This is an optimization exercise on Yosys and OpenROAD, whose aim is small area, a short achievable clock period and few clock cycles per item, not a production implementation. Where RTL was checked, it was by simulation tests only, not by an equivalence proof against the original. No activity file was given, so power comes from the tool's default toggle rates.

==> module mpadd32_shift, before the edit <==
module mpadd32_shift (CLK, RST_N, s_out, a_in, b_in, write, start, ready);
	input CLK, RST_N;
	input [255:0] a_in, b_in;
	input write, start;
	output [256:0] s_out;
	output ready;
	localparam K  = 8;
	localparam LK = 3;   
	localparam NB = 256 / K;
	localparam L  = 5;   
	localparam LW = 1;   
	reg [255:0]  q;
	reg [NB-1:0] g;      
	reg [NB-1:0] p;      
	reg          cout;
	reg          ready;
	assign s_out = {cout, q};
	genvar j, i, l;
	wire [255:0]  ws;
	wire [NB-1:0] bg;
	wire [NB-1:0] bp;
	generate
		for (j = 0; j < NB; j = j + 1) begin : add
			wire [K-1:0] x = a_in[j*K +: K] ^ b_in[j*K +: K];
			wire [K-1:0] y = a_in[j*K +: K] & b_in[j*K +: K];
			wire [K-1:0] G [0:LK];
			wire [K-1:0] P [0:LK];
			assign G[0] = y;
			assign P[0] = x;
			for (l = 0; l < LK; l = l + 1) begin : lvl
				for (i = 0; i < K; i = i + 1) begin : node
					if (i >= (1 << l)) begin : comb
						assign G[l+1][i] = G[l][i] | P[l][i] & G[l][i - (1 << l)];
						assign P[l+1][i] = P[l][i] & P[l][i - (1 << l)];
					end else begin : pass
						assign G[l+1][i] = G[l][i];
						assign P[l+1][i] = P[l][i];
					end
				end
			end
			assign ws[j*K +: K] = x ^ {G[LK][K-2:0], 1'b0};
			assign bg[j] = G[LK][K-1];
			assign bp[j] = P[LK][K-1];
		end
	endgenerate
	wire [NB-1:0] pg [0:L];
	wire [NB-1:0] pp [0:L];
	assign pg[0] = bg;
	assign pp[0] = bp;
	generate
		for (l = 0; l < L; l = l + 1) begin : lvl
			wire [NB-1:0] gi, pi;
			if (l == LW) begin : inr
				assign gi = g;
				assign pi = p;
			end else begin : inw
				assign gi = pg[l];
				assign pi = pp[l];
			end
			for (i = 0; i < NB; i = i + 1) begin : node
				if (i >= (1 << l)) begin : comb
					assign pg[l+1][i] = gi[i] | (pi[i] & gi[i - (1 << l)]);
					assign pp[l+1][i] = pi[i] & pi[i - (1 << l)];
				end else begin : pass
					assign pg[l+1][i] = gi[i];
					assign pp[l+1][i] = pi[i];
				end
			end
		end
	endgenerate
	wire [NB:0] c = {pg[L], 1'b0};
	wire [255:0] t;
	generate
		for (j = 0; j < NB; j = j + 1) begin : inc
			for (i = 0; i < K; i = i + 1) begin : bit_
				if (j == 0) begin : first
					assign t[i] = 1'b0;
				end else if (i == 0) begin : lsb
					assign t[j*K] = c[j];
				end else begin : up
					assign t[j*K+i] = c[j] & (&q[j*K +: i]);
				end
			end
		end
	endgenerate
	always @(posedge CLK) begin
		q    <= write ? ws : q ^ t;
		g    <= write ? pg[LW] : {NB{1'b0}};
		p    <= pp[LW];
		cout <= write ? 1'b0 : cout | c[NB];
		if (~RST_N)
			ready <= 1'b0;
		else
			ready <= start;
	end
endmodule
export LEC_CHECK = 0
export CAP_MARGIN = 20
export CORE_MARGIN = 2
export CORE_UTILIZATION = 40
export CTS_CLUSTER_DIAMETER = 100
export CTS_CLUSTER_SIZE = 20
export SETUP_SLACK_MARGIN = 2.7
export SLEW_MARGIN = 20
create_clock -name core_clock -period 5.0 [get_ports {CLK}]
standard.sh (not shown) runs the stock make flow with config.mk's settings and CLKGATE_MAP_FILE= SYNTH_SCRIPT=/design/flow/synth_recipe.tcl, a recipe that flattens the netlist after the stock synthesis.
==> flow/flow/run.sh <==
#!/bin/bash
# The standard layout, with the port buffers made from buf_1 cells
# instead of the default delay buffers.
set -euo pipefail
export BUFFER_PORTS_ARGS="-buffer_cell sky130_fd_sc_hd__buf_1"
bash standard.sh > standard.log 2>&1
The starting point produced a clean layout.
Testbench counts at the start, summed over its fixed seeds: cycles 1,032, items 512.
Edit:
--- a/flow/design.v
+++ b/flow/design.v
@@ -10,5 +10,5 @@
 	localparam NB = 256 / K;
 	localparam L  = 5;   
-	localparam LW = 1;   
+	localparam LW = 3;   
 	reg [255:0]  q;
 	reg [NB-1:0] g;      
Power is higher by 6.4%.
Clock skew is lower by 0.011 ns.
Non-clock buffer count rose by 30.
Setup slack loses 0.043 ns.
Wire length climbs by 8.4%.
Final cell count grows by 2.1%.
Final area goes up by 7.7%.
Synthesized cell count went up by 1.3%.
Worst hold slack gets better by 0.015 ns.
Sequential cell count shrinks by 6.
Synthesized area climbs by 5.3%.
Clock-buffer cell count goes up by 1.
No functional check of the RTL was part of the second run of this note.

[re-timing with driven ports]
No port has a modelled driver above. Below, the same layouts with a new extraction and two added sets of constraints.
Step 1 assumes that a clkbuf_16 drives the clock port and a buf_2 every other input.
Step 2, shift: input delay + t, output delay - t, t = (earliest + latest rising clock arrival at the registers) / 2. This alone moves slack from input paths to output paths.
Three values: ideal, step 1, step 2; two values: the first two.
| run | t, ns | slack for setup (ns) | latest minus earliest clock arrival (ns) |
|---|---|---|---|
| the first run | 0.604 | 2.736 / 2.690 / 2.176 | 0.032 / 0.032 |
| the second run | 0.617 | 2.692 / 2.674 / 2.117 | 0.023 / 0.023 |
After both steps setup and hold are still met in every run listed. For the second run, which loses most, drivers alone change the setup slack by -0.018 ns; drivers and shift together by -0.575 ns.
